Background: an optimization exercise with open tools, aiming at small area. Do not read the settings as production practice.
RTL that was checked went through simulation tests only; none was proved equivalent to the original.
No functional check of the RTL was part of run 1.
The clock cells of runs 3 to 5 come from the design's own scripts or RTL, not from TritonCTS.
The clock input has no modelled driver; a real chip could not lean on it and would need a root buffer or a full tree.
Power and IR drop assume default switching activity.

**design/flow/design.v**
```verilog
module alu #(parameter K = 0) (
    input clk,
    input [7:0] A,
    input [7:0] B,
    input [7:0] An,
    input [7:0] Bn,
    input [2:0] sel,
    output [7:0] Y
    );
    genvar i, k;
    wire [7:0] rn [K:8];
    wire [7:0] qn;
    assign rn[8] = An;
    generate
        for (i = 7; i >= K; i = i - 1) begin : prow
            wire [8:0] c;
            wire [7:0] s;
            wire hz = ~|Bn[7:8-i];
            assign c[i] = 1'b1;
            for (k = i; k < 8; k = k + 1) begin : pbit
                wire x = rn[i+1][k];
                wire y = ~Bn[k-i];
                assign s[k] = x ^ y ^ c[k];
                assign c[k+1] = (x & y) | (x & c[k]) | (y & c[k]);
            end
            assign qn[i] = c[8] & hz;
            for (k = 0; k < 8; k = k + 1) begin : pmux
                if (k < i) begin : keep
                    assign rn[i][k] = rn[i+1][k];
                end else begin : upd
                    assign rn[i][k] = qn[i] ? s[k] : rn[i+1][k];
                end
            end
        end
    endgenerate
    reg [7:K] qh, rh;
    always @(posedge clk) begin
        qh <= qn[7:K];
        rh <= rn[K][7:K];
    end
    wire [7:0] q;
    wire [7:0] r [0:K];
    assign q[7:K] = qh;
    generate
        if (K > 0) begin : lowpart
            assign r[K] = {rh, A[K-1:0]};
        end else begin : nolow
            assign r[K] = rh;
        end
        for (i = K - 1; i >= 0; i = i - 1) begin : drow
            wire [8:0] c;
            wire [7:0] s;
            wire hz;
            if (i == 0) begin : hz0
                assign hz = 1'b1;
            end else begin : hzn
                assign hz = ~|B[7:8-i];
            end
            assign c[i] = 1'b1;
            for (k = i; k < 8; k = k + 1) begin : dbit
                wire x = r[i+1][k];
                wire y = ~B[k-i];
                assign s[k] = x ^ y ^ c[k];
                assign c[k+1] = (x & y) | (x & c[k]) | (y & c[k]);
            end
            assign q[i] = c[8] & hz;
            for (k = 0; k < 8; k = k + 1) begin : dmux
                if (k < i) begin : keep
                    assign r[i][k] = r[i+1][k];
                end else begin : upd
                    assign r[i][k] = q[i] ? s[k] : r[i+1][k];
                end
            end
        end
    endgenerate
    wire [7:0] Arev = {A[0], A[1], A[2], A[3], A[4], A[5], A[6], A[7]};
    wire shr = sel[2] & sel[0];
    wire [7:0] Op = shr ? Arev : A;
    wire [7:0] oh = (B[7:3] == 5'd0) ? (8'd1 << B[2:0]) : 8'd0;
    wire [7:0] bm = sel[2] ? oh : (sel[1] ? B : 8'd1);
    wire addsub = ~sel[2] & ~sel[1];
    wire cin = addsub & sel[0];
    wire [7:0] X = addsub ? (B ^ {8{sel[0]}}) : 8'd0;
    wire [7:0] acc [0:8];
    assign acc[0] = ~X;
    generate
        for (i = 0; i < 8; i = i + 1) begin : mrow
            wire [8:0] c;
            assign c[i] = (i == 0) ? ~cin : 1'b1;
            for (k = 0; k < 8; k = k + 1) begin : mbit
                if (k < i) begin : keep
                    assign acc[i+1][k] = acc[i][k];
                end else begin : add
                    wire x = acc[i][k];
                    wire y = ~(Op[k-i] & bm[i]);
                    assign acc[i+1][k] = x ^ y ^ c[k];
                    assign c[k+1] = (x & y) | (x & c[k]) | (y & c[k]);
                end
            end
        end
    endgenerate
    wire [7:0] m = ~acc[8];
    wire [7:0] mrev = {m[0], m[1], m[2], m[3], m[4], m[5], m[6], m[7]};
    reg [7:0] y;
    always @(*) begin
        case (sel)
            3'd3: y = q;
            3'd5: y = mrev;
            3'd6: y = A | B;
            3'd7: y = A & B;
            default: y = m;
        endcase
    end
    assign Y = y;
endmodule
module alu_calculator(
    input clk,
    input rst,
    input btn1,
    input btn2,
    input [7:0] in,
    input [2:0] sel,
    output [7:0] Y,
    output [6:0] seg,
    output [3:0] an
    );
    reg p1_0, p1_1, p2_0, p2_1;
    always @(posedge clk) begin
        p1_0 <= btn1;
        p1_1 <= p1_0 & (btn1 | p1_1);
        p2_0 <= btn2;
        p2_1 <= p2_0 & (btn2 | p2_1);
    end
    wire ld1 = p1_1 & ~p1_0;
    wire ld2 = p2_1 & ~p2_0;
    reg [7:0] A, B;
    wire [7:0] An = rst ? 8'd0 : (ld1 ? in : A);
    wire [7:0] Bn = rst ? 8'd0 : (ld2 ? in : B);
    always @(posedge clk) begin
        A <= An;
        B <= Bn;
    end
    alu DUT(.clk(clk), .A(A), .B(B), .An(An), .Bn(Bn), .sel(sel), .Y(Y));
    reg [13:0] lf;
    reg trig;
    reg [1:0] ds, dd;
    reg [3:0] current;
    wire z13 = ~|lf[12:0];
    wire fb = lf[13] ^ lf[4] ^ lf[2] ^ lf[0] ^ z13;
    always @(posedge clk or posedge rst) begin
        if (rst) begin
            lf <= 14'd1;
            trig <= 1'b0;
            ds <= 2'd0;
        end else begin
            lf <= {lf[12:0], fb};
            trig <= z13 & ~lf[13];
            ds <= ds + {1'b0, trig};
        end
    end
    always @(posedge clk) begin
        dd <= ds;
        current <= (ds == 2'd0) ? Y[3:0] : (ds == 2'd1) ? Y[7:4] : 4'd0;
    end
    assign an = {~(dd[1] & dd[0]), ~(dd[1] & ~dd[0]), ~(~dd[1] & dd[0]), ~(~dd[1] & ~dd[0])};
    wire [15:0] dig;
    genvar di;
    generate
        for (di = 0; di < 16; di = di + 1) begin : dec
            assign dig[di] = (current == di);
        end
    endgenerate
    assign seg[0] = dig[1] | dig[4] | dig[11] | dig[13];   
    assign seg[1] = dig[5] | dig[6] | dig[11] | dig[12] | dig[14] | dig[15];   
    assign seg[2] = dig[2] | dig[12] | dig[14] | dig[15];   
    assign seg[3] = dig[1] | dig[4] | dig[7] | dig[10] | dig[15];   
    assign seg[4] = dig[1] | dig[3] | dig[4] | dig[5] | dig[7] | dig[9];   
    assign seg[5] = dig[1] | dig[2] | dig[3] | dig[7] | dig[13];   
    assign seg[6] = dig[0] | dig[1] | dig[7] | dig[12];   
endmodule
```
**design/flow/flow/run.sh**
```bash
#!/bin/bash
# The standard layout (standard.sh) with these changes:
#  - synthesis maps the logic with ABC using flow/abc_area.script instead of
#    ORFS's area script (registers, names and all other synthesis steps are
#    the standard ones: synth_recipe.tcl is used as is);
#  - the ports are buffered with sky130_fd_sc_hd__buf_1;
#  - the clock tree is built from clkbuf_8 cells, without dummy loads.
# Each tool's full output stays in orfs/logs; make's output is in standard.log.
set -o pipefail
here=$(pwd)
cat > my_synth.tcl <<EOF
proc abc {args} {
  set i [lsearch -exact \$args -script]
  if { \$i >= 0 } { lset args [expr {\$i + 1}] $here/flow/abc_area.script }
  yosys abc {*}\$args
}
source $here/synth_recipe.tcl
EOF
export BUFFER_PORTS_ARGS="-buffer_cell sky130_fd_sc_hd__buf_1"
export CTS_ARGS="-sink_clustering_enable -repair_clock_nets -buf_list sky130_fd_sc_hd__clkbuf_8 -dont_use_dummy_load"
bash standard.sh SYNTH_SCRIPT=$here/my_synth.tcl finish > standard.log 2>&1
```
**design/flow/flow/abc_area.script**
```
strash
dch -f
amap
strash
dch -f
map -a
amap
topo
stime -c
```
**design/flow/standard.sh**
```bash
#!/bin/bash
# synth_recipe.tcl (not shown) runs the flow's synth.tcl, then flattens the netlist and writes it again
# the make line also repeats each setting of config.mk as NAME=value (left out here)
make -C /OpenROAD-flow-scripts/flow DESIGN_CONFIG=/design/flow/config.mk WORK_HOME=/design/flow/orfs CLKGATE_MAP_FILE= SYNTH_SCRIPT=/design/flow/synth_recipe.tcl "${@:-finish}"
```
**design/flow/config.mk**
```make
export PLATFORM = sky130hd
export DESIGN_NAME = alu_calculator
export DESIGN_NICKNAME = alu_calculator
export VERILOG_FILES = /design/flow/design.v
export SDC_FILE = /design/flow/constraint.sdc
export NUM_CORES = 4
export LEC_CHECK = 0
export ABC_AREA = 1
export CAP_MARGIN = 20
export CORE_MARGIN = 2
export CORE_UTILIZATION = 40
export CTS_BUF_LIST = sky130_fd_sc_hd__clkbuf_8
export GPL_TIMING_DRIVEN = 0
export SLEW_MARGIN = 20
```
**design/flow/constraint.sdc**
```tcl
create_clock -name core_clock -period 16.0 [get_ports {clk}]
set_input_delay 3.2000 -clock core_clock [delete_from_list [all_inputs] [get_ports {clk}]]
set_output_delay 3.2000 -clock core_clock [all_outputs]
set_load 0.01 [all_outputs]
```
==> impl_metrics.yaml, run 1 <==
hold_path:
  hold_path_class: "flop to flop"
  hold_start: "lf[5]"
  whs_path_depth: 0
  hold_path_end: "lf[6]"
pwr:
  pwr-share-comb_pct: 46.5
  p_clk_share_pct: 16.2
  p_sw_share_pct: 40.25
  peakVddDrop_v: 0.00006506
  cellLeakagePower_nw: 1.518
  internal_power_mw: 0.2338
  seqPwrFrac_pct: 37.3
  finalPower_mw: 0.3914
  powerDensity_nw_per_um2: 93.76
  p_switching_mw: 0.1575
setup_path:
  reg2reg_depth: 52
  reg2reg_to: "DUT.qh[1]"
  path_max_fanout: 16
  ff2ff_setup_slack_ns: 3.19
  cp_data_required_time_ns: 12.80
  cp_slowest_cell: "clkinv_1"
  critical_path_arrival_ns: 12.23
  r2r-start: "p2_1"
  end_kind: "output port"
  worst_setup_path_start_kind: "input port"
  cp_common_cell: "fa_1"
  critical_path_class: "input port to output port"
  critical_path.max_stage_delay_ns: 0.54
logic_synthesis:
  ys_seq_area_share_pct: 28.70
  synth_cell_types: 43
  ys_warn_count: 3
  synth-seq-cells: 50
  synthArstFlopShare_pct: 34.00
  synth-simple-area-share_pct: 14.93
  synth_top_family_by_area: "compound AO/OA/AOI/OAI gates"
  synth_adder_area_share_pct: 23.84
  synth_cells: 443
  synth_xor_area_share_pct: 0.4624
  muxShareOfSynthArea_pct: 0
  synth_edf_count: 0
  synth.avg_cell_area_um2: 8.552
  synth_area_um2: 3789
  ys.flop_type: "dfxtp_1"
  synth-compound-area-share_pct: 24.93
  syn_nets: 508
global_route:
  grt_max_degree: 33
  use_met3_pct: 2.692
  grt_pass1_vias: 3356
  grt_remaining_overflow: 0
  groute.usage.overall_pct: 20.04
  met1_usage_pct: 27.23
  grt_pass1_wl_mm: 16.35
  antenna_found_initial: 0
  top_usage_layer: "met2"
  grt_use_met2_pct: 33.77
cts:
  worstSkewPairLatency_ns: 0.29
  cts.clk_slew.worst_paths_ns: 0.09
  cts_tree: "done"
  clock-sinks: 50
  htree_levels: 2
  cts_buffers: 5
  root_buffer: "clkbuf_8"
  clock_path_buffers: 2
flow_run:
  drv_cap: 0
detailed_routing:
  ant_nets: 0
  drcViolationCount: 0
  routed_wl_mm: 9.641
  vias: 3412
  drtIter0Drc: 192
  wl_per_cell_um: 16.26
  firstDrtPassIters: 6
  avgViaCountPerCell: 5.754
floorplan:
  ioPinCount: 34
  core_um2: 9196
  start_util_pct: 41.20
  die_height_um: 101.3
  dieArea_um2: 10270
  die_w_um: 101.3
  fp-row-count: 35
timing:
  clock_skew_ns: 0.02474
  period_share_pct: 96.45
  worstMarginPinSlew_ns: 0.8176
  fmax_mhz: 64.80
  slew_violations: 0
  hold_viol: 0
  setup_viol: 0
  period_needed_ns: 15.43
  timing.slew.headroom_pct: 45.49
  worst_slack_ns: 0.5682
cells_and_area:
  seqCellArea_um2: 1087
  final_common_cell: "clkinv_1"
  antenna_cells: 0
  post-route-util_pct: 45.39
  drive_gt1_share_pct: 3.527
  area_delta_synth_final_pct: 10.17
  final_nets: 549
  multiInputGateArea_um2: 2477
  mostFrequentLayoutCells: "70 x clkinv_1, 68 x nor2_1, 39 x o21ai_0, 37 x fa_1"
  n_fill_cell: 960
place:
  io_buffers: 33
  gp_congestion: 0.9837
  post-place-ws_ns: -1.295
  hpwl_mm: 7.830
status:
  outcome: "timing/DRC/antenna clean"
power groups by stage:
stage	sequential [mW]	combinational, mW	clock (mW)
after global routing	0.147	0.212	0.0717
after global placement	0.148	0.171	0
after CTS	0.146	0.178	0.0667
final	0.146	0.182	0.0633
after floorplan	0.145	0.132	0
after detailed placement	0.148	0.176	0
sequential cells by signal (all words and copies together), names as in the netlist:
name and cells:
trig 1, dd 2, p2_1 1, lf 14, DUT.qh 7, p1_0 1
current 4, B 8, p2_0 1, p1_1 1, ds 2, A 8
cell type report:
cell class,instances,area share (%)
flip-flops and latches,50,26.05
inverters,72,6.535
well taps,111,3.327
multi-input cells,321,59.35
clock buffers,5,1.649
repair buffers,34,3.088
per-stage QoR:
step	area [µm²]	hold slack [ns]	instances	setup TNS (ns)
after floorplan	3789	0.3456	443	0
after global placement	4051	0.3522	587	-1.044
after detailed placement	4051	0.3537	587	-1.295
after CTS	4133	0.3748	592	0
after global routing	4174	0.3846	593	-0.007082
final	4174	0.3672	593	0
how the worst max path moves through the flow:
stage                     startpoint        end  slack [ns]
after floorplan                  rst  DUT.qh[1]        1.20
after detailed placement         rst  DUT.qh[1]       -1.30
after CTS                        rst  DUT.qh[1]       0.004
after global routing             rst  DUT.qh[1]      -0.007
after global placement           rst  DUT.qh[1]       -1.04
final                         sel[0]       Y[0]        0.57
critical path, delay by kind of cell:
kind	cells	cell delay (ns)
buffers and inverters	4	1.29
adders and majority gates	12	5.44
AOI/OAI and AO/OA	6	1.35
and+or+nand+nor	5	0.92
Yosys cell counts, types with 2 or more instances:
| library cell | n | area (µm²) |
|---|---|---|
| nor3_1 | 4 | 20.02 |
| a22oi_1 | 9 | 67.56 |
| o221ai_1 | 19 | 166.4 |
| o22a_1 | 7 | 61.31 |
| fa_1 | 37 | 740.7 |
| nor2_1 | 71 | 266.5 |
| nor4_1 | 2 | 12.51 |
| or3_1 | 3 | 18.77 |
| a22o_1 | 4 | 35.03 |
| o21a_1 | 2 | 15.01 |
| ha_1 | 13 | 162.7 |
| clkinv_1 | 72 | 270.3 |
| o31ai_1 | 3 | 22.52 |
| a222oi_1 | 4 | 40.04 |
| nand2_1 | 32 | 120.1 |
| o22ai_1 | 11 | 68.82 |
| a221oi_1 | 3 | 26.28 |
| a21oi_1 | 19 | 95.09 |
| nor2b_1 | 5 | 31.28 |
| nand3_1 | 2 | 10.01 |
| or4_1 | 4 | 30.03 |
| or2_0 | 7 | 43.79 |
| a32o_1 | 4 | 40.04 |
| dfxtp_1 | 33 | 660.6 |
| o21ai_0 | 39 | 195.2 |
| o32ai_1 | 2 | 17.52 |
| dfrtp_1 | 16 | 400.4 |
cell families after synthesis:
logic type	after synthesis
AOI/OAI and AO/OA	137
and+or+nand+nor	132
buffers and inverters	72
adders and majority gates	50
DFF	50
xor gates and xnor gates	2
per-layer routing:
metal	share of wire, %	vias to the layer above	routed length (µm)
li1	-	1654	-
met1	45	1647	4350
met2	48	95	4673
met3	4.6	16	441
met4	1.8	0	176
met5	0	-	0
repair_timing:
item	in CTS	in global routing
gates resized for setup	3	11
setup buffers	0	0
hold buffers	0	0
setup endpoints to repair	1	3
==> run 2, diff against run 1 <==
--- a/design/flow/design.v
+++ b/design/flow/design.v
@@ -1,3 +1,3 @@
-module alu #(parameter K = 0) (
+module alu #(parameter K = 4) (
     input clk,
     input [7:0] A,
@@ -142,5 +142,6 @@
     end
     alu DUT(.clk(clk), .A(A), .B(B), .An(An), .Bn(Bn), .sel(sel), .Y(Y));
-    reg [13:0] lf;
+    reg [13:0] lp;
+    wire [13:0] lf = lp ^ 14'h2AAA;
     reg trig;
     reg [1:0] ds, dd;
@@ -148,11 +149,11 @@
     wire z13 = ~|lf[12:0];
     wire fb = lf[13] ^ lf[4] ^ lf[2] ^ lf[0] ^ z13;
-    always @(posedge clk or posedge rst) begin
+    always @(posedge clk) begin
         if (rst) begin
-            lf <= 14'd1;
+            lp <= 14'h2AAB;
             trig <= 1'b0;
             ds <= 2'd0;
         end else begin
-            lf <= {lf[12:0], fb};
+            lp <= {lf[12:0], fb} ^ 14'h2AAA;
             trig <= z13 & ~lf[13];
             ds <= ds + {1'b0, trig};
==> impl_metrics.yaml, run 2 <==
cts:
  post-cts-setup-buffers: 0
  clock-sinks: 51
  clock_path_buffers: 2
  root_buffer: "clkbuf_8"
  htree_levels: 2
  cts_buffers: 5
  cts_tree: "done"
  worstSkewPairLatency_ns: 0.29
  cts.clk_slew.worst_paths_ns: 0.08
cells_and_area:
  reg.largest.list: "lp: 14 flops, A: 8 flops, B: 8 flops"
  post-route-util_pct: 44.55
  final_common_cell: "nor2_1"
  mostFrequentLayoutCells: "89 x nor2_1, 66 x clkinv_1, 51 x dfxtp_1, 42 x fa_1"
  regMostFlops: "lp"
  area_delta_synth_final_pct: 9.287
  antenna_cells: 0
  drive_gt1_share_pct: 1.559
  final_nets: 587
  largest_reg_flops: 14
setup_path:
  critical_path_class: "input port to output port"
  critical_path_arrival_ns: 12.06
  cp_data_required_time_ns: 12.80
  path_max_fanout: 15
  critPathLaunch: "sel[0]"
  worst_setup_path_start_kind: "input port"
  cp_common_cell: "fa_1"
  critical_path.max_stage_delay_ns: 0.52
  r2r-start: "B[1]"
  end_kind: "output port"
  cp_slowest_cell: "fa_1"
pwr:
  peakVddDrop_v: 0.00006633
  cellLeakagePower_nw: 1.548
  finalPower_mw: 0.4445
  powerDensity_nw_per_um2: 103.0
logic_synthesis:
  synth_area_um2: 3948
  synth.avg_cell_area_um2: 8.311
  synth.largest_area_cell: "dfxtp_1"
  syn_nets: 547
  synth_common_cells: "90 x nor2_1, 67 x clkinv_1, 51 x dfxtp_1, 42 x fa_1"
  ys.flop_type: "dfxtp_1"
  ys_warn_count: 2
  synth_cell_types: 40
  synthArstFlopShare_pct: 0
  synth_area_leaders: "dfxtp_1 26%, fa_1 21%, nor2_1 8.6%, clkinv_1 6.4%, ha_1 4.8%"
  synth_top_area_share_pct: 25.86
  synth-seq-cells: 51
  synth_cells: 475
  synth_most_common_cell: "nor2_1"
  synth_edf_count: 0
  ys_seq_area_share_pct: 25.86
floorplan:
  start_util_pct: 40.76
  ioPinCount: 34
  die_w_um: 103.3
  die_height_um: 103.3
  core_um2: 9684
  fp-row-count: 36
  dieArea_um2: 10680
timing:
  worstMarginPinSlew_ns: 0.8072
  holdWs_ns: 0.3983
  rsz0062_at_grt: "no"
  tns_ns: 0
  fmax_mhz: 65.53
  clock_skew_ns: 0.02149
  timing.slew.headroom_pct: 46.19
  slew_violations: 0
  hold_viol: 0
  setup_viol: 0
  period_share_pct: 95.37
  period_needed_ns: 15.26
  worst_slack_ns: 0.7404
global_route:
  met1_usage_pct: 28.31
  grt_remaining_overflow: 0
  grt_pass1_vias: 3389
  grt_max_degree: 26
  use_met3_pct: 1.949
  grt_pass1_wl_mm: 16.85
  grt_use_met2_pct: 33.30
  groute.usage.overall_pct: 20.48
  top_usage_layer: "met2"
  antenna_found_initial: 0
place:
  post-place-ws_ns: 0.2101
  hpwl_mm: 8.408
  gp_congestion: 0.9200
  io_buffers: 33
detailed_routing:
  firstDrtPassIters: 6
  vias: 3673
  avgViaCountPerCell: 5.686
  drcViolationCount: 0
  ant_nets: 0
  wl_per_cell_um: 16.14
  drtIter0Drc: 322
  routed_wl_mm: 10.43
hold_path:
  hold_path_class: "flop to flop"
  hold_start: "lp[8]"
status:
  outcome: "timing/DRC/antenna clean"
flow_run:
  drv_cap: 0
run 2: cell types whose count changed in the layout (fill, tap and decap cells not counted), sizes merged, moves of 3 or more:
cell	delta
clkinv	-4
o21ai	-3
nand2	+4
or4	-3
dfrtp	-16
nor2	+19
fa	+5
dfxtp	+18
o221ai	-5
o22ai	+9
run 2: kinds of logic after synthesis:
family | after synthesis | share of synthesized area [%]
flops | 51 | 25.86
buf+inv | 67 | 6.371
simple gates | 154 | 16.23
fa+ha+maj | 57 | 26.05
compound gates | 143 | 24.82
xor+xnor | 3 | 0.6657
run 2: final timing paths:
path         cells past startpoint  slack [ns]         end
max                             29        0.74        Y[0]
min                              1        0.40       lp[9]
max reg2reg                     34        4.46  current[0]
min reg2reg                      1        0.40       lp[9]
run 2: timing repair:
item,in CTS,in global routing
endpoints found under the setup margin,0,2
resized for setup,0,3
hold buffers,0,0
run 2: worst max-delay path: cells and delay by family:
kind                     cells  cell delay [ns]
adder cells (fa/ha/maj)     13             5.81
AO/OA/AOI/OAI                7             1.24
AND/OR/NAND/NOR              5             0.97
buffers and inverters        4             0.82
run 2: power by group:
part	switching, mW	internal (mW)
Combinational	0.140	0.0866
Clock	0.0349	0.0282
Sequential	0.0145	0.141
Total	0.189	0.255
run 2: area by class of cell:
type	count	area, µm²
Fill cell	986	5370
Clock buffer	5	68.82
Multi-Input combinational cell	357	2678
Tap cell	133	166.4
Timing Repair Buffer	33	125.1
Sequential cell	51	1021
Inverter	67	255.2
run 2: per-layer routing:
metal / part of all wire (%) / vias to the layer above
met1: 43 / 1735
met4: 3.5 / 0
met5: 0 / -
met3: 6.0 / 32
li1: - / 1761
met2: 48 / 145
run 2: metrics by stage:
step           cells  area (µm²)
2_1_floorplan    475        3948
3_3_place_gp     641        4238
3_5_place_dp     641        4238
4_1_cts          646        4307
5_1_grt          646        4314
6_report         646        4314
==> run 3, diff against run 2 <==
--- a/design/flow/flow/run.sh
+++ b/design/flow/flow/run.sh
@@ -5,5 +5,7 @@
 #    the standard ones: synth_recipe.tcl is used as is);
 #  - the ports are buffered with sky130_fd_sc_hd__buf_1;
-#  - the clock tree is built from clkbuf_8 cells, without dummy loads.
+#  - the clock is buffered by flow/cts_buffers.tcl (run in the CTS step in
+#    place of TritonCTS): three clkbuf_8, each fed by the clock port and
+#    driving a third of the registers, cut by position.
 # Each tool's full output stays in orfs/logs; make's output is in standard.log.
 set -o pipefail
@@ -18,4 +20,6 @@
 EOF
 export BUFFER_PORTS_ARGS="-buffer_cell sky130_fd_sc_hd__buf_1"
-export CTS_ARGS="-sink_clustering_enable -repair_clock_nets -buf_list sky130_fd_sc_hd__clkbuf_8 -dont_use_dummy_load"
+export PRE_CTS_TCL=$here/flow/cts_buffers.tcl
+export MY_CLKBUF_CELL=sky130_fd_sc_hd__clkbuf_8
+export MY_CLK_GROUPS=3
 bash standard.sh SYNTH_SCRIPT=$here/my_synth.tcl finish > standard.log 2>&1
==> design/flow/flow/abc_area.script (replaced) <==
strash
dch -f
amap
strash
dch -f
map -a
amap
strash
dch -f
map -a
amap
topo
stime -c
==> design/flow/flow/cts_buffers.tcl (new file) <==
# Clock buffering: the register clock pins are split into NGROUP groups by
# position (cuts along x, then y) and each group gets one buffer
# (MY_CLKBUF_CELL) fed straight from the clock port, placed at the group's centre.
proc clock_tree_synthesis {args} {
  puts "clock_tree_synthesis replaced by flow/cts_buffers.tcl (arguments ignored: $args)"
  set cell $::env(MY_CLKBUF_CELL)
  set ng $::env(MY_CLK_GROUPS)
  set block [ord::get_db_block]
  set port_net [$block findNet clk]
  set sinks {}
  foreach it [$port_net getITerms] {
    set loc [[$it getInst] getLocation]
    lappend sinks [list [lindex $loc 0] [lindex $loc 1] $it]
  }
  # split into ng groups: sort by x and cut into ng slices of equal size
  set sinks [lsort -integer -index 0 $sinks]
  set n [llength $sinks]
  $port_net setSigType CLOCK
  for {set g 0} {$g < $ng} {incr g} {
    set lo [expr {$g * $n / $ng}]
    set hi [expr {($g + 1) * $n / $ng - 1}]
    set grp [lrange $sinks $lo $hi]
    set inst [odb::dbInst_create $block [[ord::get_db] findMaster $cell] clkbuf_leaf_$g]
    set net [odb::dbNet_create $block clknet_leaf_$g]
    $net setSigType CLOCK
    set sx 0; set sy 0
    foreach s $grp {
      set sx [expr {$sx + [lindex $s 0]}]; set sy [expr {$sy + [lindex $s 1]}]
      set it [lindex $s 2]
      $it disconnect
      $it connect $net
    }
    [$inst findITerm A] connect $port_net
    [$inst findITerm X] connect $net
    $inst setLocation [expr {$sx / [llength $grp]}] [expr {$sy / [llength $grp]}]
    $inst setPlacementStatus PLACED
    puts "clock buffering: $cell clkbuf_leaf_$g drives [llength $grp] clock pins"
  }
  set_propagated_clock [all_clocks]
}
==> impl_metrics.yaml, run 3 <==
setup_path:
  path_max_fanout: 15
  critical_path.max_stage_delay_ns: 0.52
  end_kind: "output port"
  reg2reg_depth: 36
  critical_path_class: "input port to output port"
  reg2reg_to: "current[0]"
  critical_path_arrival_ns: 12.08
  r2r-start: "B[1]"
  cp_slowest_cell: "fa_1"
  endpoint: "Y[7]"
  cp_data_required_time_ns: 12.80
  critPathLaunch: "sel[0]"
  worst_setup_path_start_kind: "input port"
  cp_common_cell: "fa_1"
  ff2ff_setup_slack_ns: 4.34
timing:
  clock_skew_ns: 0.006987
  rsz0062_at_grt: "no"
  timing.slew.headroom_pct: 40.60
  holdWs_ns: 0.3964
  period_share_pct: 95.52
  worstMarginPinSlew_ns: 0.8843
  fmax_mhz: 65.43
  period_needed_ns: 15.28
  slew_violations: 0
  setup_viol: 0
  hold_viol: 0
detailed_routing:
  drtIter0Drc: 295
  ant_nets: 0
  avgViaCountPerCell: 5.620
  drcViolationCount: 0
  firstDrtPassIters: 5
  vias: 3642
  routed_wl_mm: 10.36
  wl_per_cell_um: 15.98
pwr:
  peakVddDrop_v: 0.00007298
  p_sw_share_pct: 42.20
  cellLeakagePower_nw: 1.555
  pwr-share-comb_pct: 51.8
  finalPower_mw: 0.4197
  internal_power_mw: 0.2426
  seqPwrFrac_pct: 36.8
  p_switching_mw: 0.1771
  p_clk_share_pct: 11.4
  powerDensity_nw_per_um2: 98.02
status:
  outcome: "timing/DRC/antenna clean"
cells_and_area:
  antenna_cells: 0
  regMostFlops: "lp"
  drive_gt1_share_pct: 1.553
  final_area_um2: 4282
  area_delta_synth_final_pct: 8.912
  largest_reg_flops: 14
  mostFrequentLayoutCells: "97 x nor2_1, 63 x clkinv_1, 51 x dfxtp_1, 42 x fa_1, 39 x nand2_1"
  final_nets: 589
  reg.largest.list: "lp: 14 flops, A: 8 flops, B: 8 flops"
  final_common_cell: "nor2_1"
logic_synthesis:
  synthArstFlopShare_pct: 0
  synth.avg_cell_area_um2: 8.207
  synth_cell_types: 37
  synth_area_um2: 3931
  syn_nets: 551
  synth.largest_area_cell: "dfxtp_1"
  synth_most_common_cell: "nor2_1"
  ys.flop_type: "dfxtp_1"
  synth_area_leaders: "dfxtp_1 26%, fa_1 21%, nor2_1 9.4%, clkinv_1 6.1%, ha_1 4.8%"
  synth_top_area_share_pct: 25.97
  synth_edf_count: 0
  synth_cells: 479
  synth_common_cells: "98 x nor2_1, 64 x clkinv_1, 51 x dfxtp_1, 42 x fa_1, 40 x nand2_1"
  ys_seq_area_share_pct: 25.97
  ys_warn_count: 2
  synth-seq-cells: 51
place:
  gp_congestion: 0.9144
  hpwl_mm: 8.452
  io_buffers: 33
  place_area_um2: 4222
floorplan:
  die_w_um: 103.1
  fp-row-count: 36
  dieArea_um2: 10640
  start_util_pct: 40.78
  ioPinCount: 34
  core_um2: 9639
  die_height_um: 103.1
global_route:
  grt_pass1_vias: 3340
  grt_max_degree: 26
  groute.usage.overall_pct: 19.92
  grt_remaining_overflow: 0
  grt_pass1_wl_mm: 16.68
  antenna_found_initial: 0
cts:
  cts-hold-fix-buffers: 0
  cts.clk_slew.worst_paths_ns: 0.09
  worstSkewPairLatency_ns: 0.16
flow_run:
  drv_cap: 0
hold_path:
  hold_path_class: "flop to flop"
run 3: how the worst min path moves through the flow:
stage | from | endpoint | slack, ns | depth (start not counted)
6_report | lp[8] | lp[9] | 0.40 | 1
5_1_grt | lp[8] | lp[9] | 0.41 | 1
4_1_cts | lp[8] | lp[9] | 0.40 | 1
3_5_place_dp | lp[8] | lp[9] | 0.38 | 1
3_3_place_gp | lp[8] | lp[9] | 0.37 | 1
2_1_floorplan | lp[12] | lp[13] | 0.37 | 1
run 3: area by class of cell:
type	instances	area, µm²
plain buffers	3	41.29
fillers	1011	5358
inverters	64	242.7
multi-input cells	364	2685
flip-flops and latches	51	1021
well taps	133	166.4
repair buffers	33	125.1
run 3: cell families (layout without fill, tap and decap cells):
| family | after synthesis | count (layout) | share of synthesized area, % |
|---|---|---|---|
| AND/OR/NAND/NOR | 169 | 169 | 17.92 |
| AO/OA/AOI/OAI | 138 | 138 | 23.84 |
| buffers and inverters | 64 | 100 | 6.111 |
| adder cells (fa/ha/maj) | 57 | 57 | 26.16 |
| flip-flops | 51 | 51 | 25.97 |
run 3: power groups by stage:
stage / combinational, mW / sequential [mW] / clock, mW
finish: 0.217 / 0.155 / 0.0479
global route: 0.247 / 0.157 / 0.0542
CTS: 0.217 / 0.154 / 0.0507
detailed placement: 0.216 / 0.157 / 0
global placement: 0.210 / 0.157 / 0
floorplan: 0.166 / 0.153 / 0
run 3: timing repair:
item | in CTS | in global routing
setup endpoints to repair | 2 | 2
buffers inserted | 0 | 0
resized for setup | 2 | 5
run 3: critical path, delay by kind of cell:
family | cells | cell delay [ns]
adders and majority gates | 13 | 5.75
buffers and inverters | 5 | 0.89
and+or+nand+nor | 7 | 0.75
AOI/OAI and AO/OA | 9 | 1.49
run 3: metal layers:
metal  part of all wire [%]  global-route usage (%)  up-vias
li1                       -                       -     1768
met5                      0                       0        -
met4                   0.75                   1.417        0
met3                    5.8                   1.220       11
met1                     44                   28.33     1727
met2                     50                   35.01      136
run 3: metrics by stage:
stage / std cells / TNS, ns / utilization (%) / setup WS (ns)
after floorplan: 479 / 0 / - / 1.334
after global placement: 645 / -0.3437 / 43.80 / -0.1726
after detailed placement: 645 / -0.6557 / 43.80 / -0.3398
after CTS: 648 / 0 / 44.26 / 0.01380
after global routing: 648 / 0 / 44.42 / 0.07217
final: 648 / 0 / 44.42 / 0.7169
==> run 4, diff against run 3 <==
==> design/flow/flow/abc_area.script (replaced) <==
strash
dch -f
amap
strash
dch -f
map -a
amap
topo
stime -c
==> impl_metrics.yaml, run 4 <==
place:
  gp_congestion: 0.9200
  place_area_um2: 4238
  post-place-ws_ns: 0.2101
  hpwl_mm: 8.408
  io_buffers: 33
cells_and_area:
  final_area_um2: 4287
  reg.largest.list: "lp: 14 flops, A: 8 flops, B: 8 flops"
  regMostFlops: "lp"
  mostFrequentLayoutCells: "89 x nor2_1, 66 x clkinv_1, 51 x dfxtp_1, 42 x fa_1"
  n_fill_cell: 989
  final_common_cell: "nor2_1"
  multiInputGateArea_um2: 2678
  antenna_cells: 0
  drive_gt1_share_pct: 1.174
  area_delta_synth_final_pct: 8.590
  seqCellArea_um2: 1021
  final_nets: 585
  largest_reg_flops: 14
detailed_routing:
  vias: 3647
  routed_wl_mm: 10.34
  avgViaCountPerCell: 5.663
  wl_per_cell_um: 16.06
  drcViolationCount: 0
  firstDrtPassIters: 6
  drtIter0Drc: 285
  ant_nets: 0
hold_path:
  hold_path_class: "flop to flop"
logic_synthesis:
  muxShareOfSynthArea_pct: 0
  synth_common_cells: "90 x nor2_1, 67 x clkinv_1, 51 x dfxtp_1, 42 x fa_1"
  synth.largest_area_cell: "dfxtp_1"
  ys_seq_area_share_pct: 25.86
  synth_cell_types: 40
  synth_edf_count: 0
  synth_area_um2: 3948
  ys_warn_count: 2
  synth.avg_cell_area_um2: 8.311
  synth-seq-cells: 51
  synthArstFlopShare_pct: 0
  synth_xor_area_share_pct: 0.6656
  ys.flop_type: "dfxtp_1"
  syn_nets: 547
  synth_top_family_by_area: "adder cells"
  synth-simple-area-share_pct: 16.23
  synth-compound-area-share_pct: 24.82
  synth_area_leaders: "dfxtp_1 26%, fa_1 21%, nor2_1 8.6%, clkinv_1 6.4%, ha_1 4.8%"
  synth_cells: 475
  synth_most_common_cell: "nor2_1"
  synth_top_area_share_pct: 25.86
  synth_adder_area_share_pct: 26.05
setup_path:
  path_delay_family: "adder cells"
  crit_cells: 29
  critical_path.max_stage_delay_ns: 0.53
  ff2ff_setup_slack_ns: 4.39
  path_max_fanout: 15
  critPathLaunch: "sel[0]"
  reg2reg_to: "current[0]"
  critical_path_arrival_ns: 12.03
  critical_path_class: "input port to output port"
  cp_slowest_cell: "fa_1"
  endpoint: "Y[0]"
  r2r-start: "B[1]"
  worst_setup_path_start_kind: "input port"
  cp_common_cell: "fa_1"
  end_kind: "output port"
  critPathBufInv: 4
  cp_data_required_time_ns: 12.80
  reg2reg_depth: 34
floorplan:
  start_util_pct: 40.76
  fp-row-count: 36
  die_w_um: 103.3
  dieArea_um2: 10680
  die_height_um: 103.3
  core_um2: 9684
  ioPinCount: 34
global_route:
  grt_pass1_wl_mm: 16.84
  grt_max_degree: 26
  grt_pass1_vias: 3394
  antenna_found_initial: 0
  grt_remaining_overflow: 0
  groute.usage.overall_pct: 19.99
timing:
  tns_ns: 0
  fmax_mhz: 65.67
  timing.slew.headroom_pct: 47.02
  clock_skew_ns: 0.003513
  period_needed_ns: 15.23
  worst_slack_ns: 0.7720
  worstMarginPinSlew_ns: 0.7886
  period_share_pct: 95.18
  slew_violations: 0
  setup_viol: 0
  holdWs_ns: 0.4033
  rsz0062_at_grt: "no"
  hold_viol: 0
pwr:
  powerDensity_nw_per_um2: 100.0
  internal_power_mw: 0.2446
  finalPower_mw: 0.4286
  p_switching_mw: 0.1840
  p_sw_share_pct: 42.93
  p_clk_share_pct: 11.1
  seqPwrFrac_pct: 36.2
  cellLeakagePower_nw: 1.534
  pwr-share-comb_pct: 52.8
  peakVddDrop_v: 0.0001034
flow_run:
  drv_cap: 0
cts:
  worstSkewPairLatency_ns: 0.16
  post-cts-setup-buffers: 0
  cts.clk_slew.worst_paths_ns: 0.10
status:
  outcome: "timing/DRC/antenna clean"
==> run 4: worst min path at each step <==
stage	to	cells past startpoint	start
3_5_place_dp	lp[13]	1	lp[12]
3_3_place_gp	lp[9]	1	lp[8]
6_report	lp[9]	1	lp[8]
5_1_grt	lp[9]	1	lp[8]
2_1_floorplan	lp[13]	1	lp[12]
4_1_cts	lp[9]	1	lp[8]
==> run 4: cell type report <==
class                      count  area share (%)
buffer                         3          0.9632
inverter                      67           5.954
multi-input combinational    357           62.46
sequential                    51           23.82
tap                          133           3.882
timing repair buffer          33           2.919
==> run 4: cells by family after synthesis <==
family | after synthesis
simple gates | 154
compound gates | 143
buf+inv | 67
fa+ha+maj | 57
flops | 51
xor+xnor | 3
==> run 4: layer usage <==
| metal | part of all wire [%] | routed length (µm) | global-route usage, % |
|---|---|---|---|
| met5 | 0 | 0 | 0 |
| met4 | 3.5 | 358 | 5.769 |
| met3 | 4.8 | 496 | 0.8065 |
| met2 | 48 | 5002 | 33.80 |
| met1 | 43 | 4484 | 27.97 |
==> run 4: worst register-to-register path, delay by kind of cell, from the launching register on <==
kind,cells,cell delay (ns)
and+or+nand+nor,6,1.57
buffers and inverters,3,1.14
AOI/OAI and AO/OA,10,2.22
adders and majority gates,15,6.00
DFF,1,0.59
==> run 4: power by group through the flow <==
stage	clock, mW	sequential [mW]	combinational, mW
2_1_floorplan	0	0.153	0.171
3_3_place_gp	0	0.157	0.217
3_5_place_dp	0	0.158	0.225
4_1_cts	0.0501	0.155	0.226
5_1_grt	0.0538	0.157	0.259
6_report	0.0475	0.155	0.226
==> run 4: per-stage QoR <==
stage	utilization [%]	cells
after floorplan	-	475
after global placement	43.76	641
after detailed placement	43.76	641
after CTS	44.19	644
after global routing	44.26	644
final	44.26	644
==> run 4: what timing repair did <==
| item | CTS | global route |
|---|---|---|
| gates resized for setup | 0 | 3 |
| hold buffers | 0 | 0 |
| endpoints found under the setup margin | 0 | 2 |
==> run 5, diff against run 4 <==
==> design/flow/flow/abc_area.script (replaced) <==
strash
dch -f
amap -A 10 -F 3
strash
dch -f
map -a
amap -A 10 -F 3
topo
stime -c
==> impl_metrics.yaml, run 5 <==
detailed_routing:
  routed_wl_mm: 10.46
  drtIter0Drc: 331
  avgViaCountPerCell: 5.759
  ant_nets: 0
  vias: 3605
  firstDrtPassIters: 5
  drcViolationCount: 0
  wl_per_cell_um: 16.70
logic_synthesis:
  syn_nets: 529
  synth-seq-cells: 51
  synth_common_cells: "77 x nor2_1, 62 x clkinv_1, 51 x dfxtp_1, 42 x fa_1, 31 x nand2_1"
  synth.largest_area_cell: "dfxtp_1"
  synth.avg_cell_area_um2: 8.589
  synth_area_leaders: "dfxtp_1 26%, fa_1 21%, nor2_1 7.4%, clkinv_1 5.9%, ha_1 4.8%"
  ys.flop_type: "dfxtp_1"
  synth_edf_count: 0
  ys_warn_count: 2
  synth_most_common_cell: "nor2_1"
  synth_cells: 457
  synth_top_area_share_pct: 26.01
  ys_seq_area_share_pct: 26.01
  synth_area_um2: 3925
  synthArstFlopShare_pct: 0
  synth_cell_types: 39
cts:
  post-cts-setup-buffers: 0
  cts.clk_slew.worst_paths_ns: 0.10
  worstSkewPairLatency_ns: 0.16
  cts_resized: 1
  cts-hold-fix-buffers: 0
setup_path:
  end_kind: "output port"
  path_delay_family: "adder cells"
  path_max_fanout: 11
  cp_data_required_time_ns: 12.80
  critPathBufInv: 4
  cp_common_cell: "fa_1"
  cp_slowest_cell: "fa_1"
  worst_setup_path_start_kind: "input port"
  critical_path.max_stage_delay_ns: 0.57
  critical_path_class: "input port to output port"
  critical_path_arrival_ns: 12.23
place:
  gp_congestion: 0.9416
  dp.cells: 623
  io_buffers: 33
  hpwl_mm: 8.298
  place_area_um2: 4215
floorplan:
  die_height_um: 103.1
  die_w_um: 103.1
  fp-row-count: 36
  start_util_pct: 40.72
  dieArea_um2: 10620
  ioPinCount: 34
  core_um2: 9639
timing:
  rsz0062_at_grt: "no"
  period_needed_ns: 15.43
  fmax_mhz: 64.79
  clock_skew_ns: 0.006506
  hold_viol: 0
  period_share_pct: 96.47
  worstMarginPinSlew_ns: 0.8550
  setup_viol: 0
  slew_violations: 0
  tns_ns: 0
  timing.slew.headroom_pct: 43.00
cells_and_area:
  final_common_cell: "nor2_1"
  final_area_um2: 4274
  area_delta_synth_final_pct: 8.894
  post-route-util_pct: 44.34
  mostFrequentLayoutCells: "76 x nor2_1, 61 x clkinv_1, 51 x dfxtp_1, 42 x fa_1, 32 x buf_1"
  antenna_cells: 0
  drive_gt1_share_pct: 1.420
  regMostFlops: "lp"
  final_nets: 567
  largest_reg_flops: 14
  reg.largest.list: "lp: 14 flops, A: 8 flops, B: 8 flops"
  final_cells: 626
pwr:
  cellLeakagePower_nw: 1.513
  powerDensity_nw_per_um2: 102.0
  finalPower_mw: 0.4359
  peakVddDrop_v: 0.00008329
global_route:
  grt_pass1_vias: 3393
  antenna_found_initial: 0
  grt_max_degree: 26
  grt_pass1_wl_mm: 16.74
  grt_remaining_overflow: 0
  groute.usage.overall_pct: 19.79
status:
  outcome: "timing/DRC/antenna clean"
hold_path:
  hold_path_class: "flop to flop"
flow_run:
  drv_cap: 0
## run 5: cell count changes in the layout (fill, tap and decap cells not counted), moves of 3 or more
cell / previous run / this run
o21ai_0: 36 / 20
nor2_1: 89 / 76
a21oi_1: 21 / 26
clkinv_1: 66 / 61
nand2_1: 36 / 31
a221oi_1: 1 / 5
o221ai_1: 14 / 18
nor4_1: 2 / 5
xor2_1: 1 / 4
## run 5: final timing paths
path	to	cells after the start	from	slack, ns
max	Y[0]	29	sel[0]	0.57
min	lp[9]	1	lp[8]	0.40
max reg2reg	current[0]	39	B[1]	4.04
min reg2reg	lp[9]	1	lp[8]	0.40
## run 5: routing by layer
metal	vias to the layer above	share of wire [%]	track usage [%]
li1	1728	-	-
met5	-	0	0
met4	0	2.0	4.251
met2	173	46	33.17
met3	19	7.0	2.102
met1	1685	45	27.71
## run 5: layout make-up
cell class / count / area (µm²)
fillers: 1013 / 5365
multi-input cells: 344 / 2684
flip-flops and latches: 51 / 1021
inverters: 62 / 236.5
well taps: 133 / 166.4
repair buffers: 33 / 125.1
plain buffers: 3 / 41.29
## run 5: power by group
part	switching [mW]	internal [mW]	total [mW]	leakage, nW
combinational	0.141	0.0910	0.232	1.07
clock	0.0311	0.0174	0.0485	0.0216
sequential	0.0150	0.140	0.155	0.420
total	0.187	0.249	0.436	1.51
## run 5: stage by stage
| stage | setup slack, ns | hold WS [ns] |
|---|---|---|
| floorplan | 1.408 | 0.3660 |
| CTS | 0.1795 | 0.4009 |
| detailed placement | -0.04736 | 0.3747 |
| global placement | 0.04591 | 0.3719 |
| global route | 0.03675 | 0.4168 |
| finish | 0.5651 | 0.3983 |
## run 5: logic make-up (layout without fill, tap and decap cells)
kind of cell / count (synthesis) / count (layout) / synth area share [%]
flops: 51 / 51 / 26.01
compound gates: 141 / 141 / 25.28
xor+xnor: 6 / 6 / 1.339
fa+ha+maj: 57 / 57 / 26.20
buf+inv: 62 / 98 / 5.929
simple gates: 140 / 140 / 15.24
## run 5: worst reg2reg max path, delay by kind of cell (launching register included)
| kind | cells | cell delay (ns) |
|---|---|---|
| compound gates | 10 | 2.03 |
| buf+inv | 3 | 1.16 |
| fa+ha+maj | 15 | 5.91 |
| flops | 1 | 0.63 |
| simple gates | 11 | 2.16 |

what the ideal ports hide:
Ports are ideal in the flow. The routed layouts listed here were re-timed in OpenROAD. Step 1 sets driving cells, clkbuf_16 on the clock port and buf_2 on the other inputs (assumed; they add their load-dependent delay and slew). Step 2, shift: input delay + t, output delay - t, t = (earliest + latest rising clock arrival at the registers) / 2. This alone moves slack from input paths to output paths. Three values: ideal ports, drivers, drivers and shift; two values: the first two.
run	t (ns)	setup WS [ns]	worst setup path at the end	clock arrival spread, ns
run 1	0.306	0.568 / 0.545 / 0.545	input to output	0.025 / 0.025
run 2	0.311	0.740 / 0.703 / 0.703	input to output	0.022 / 0.021
run 3	0.194	0.717 / 0.692 / 0.692	input to output	0.007 / 0.007
run 4	0.198	0.772 / 0.735 / 0.735	input to output	0.003 / 0.004
run 5	0.198	0.565 / 0.528 / 0.528	input to output	0.007 / 0.007
After both steps setup and hold are still met in every run listed.
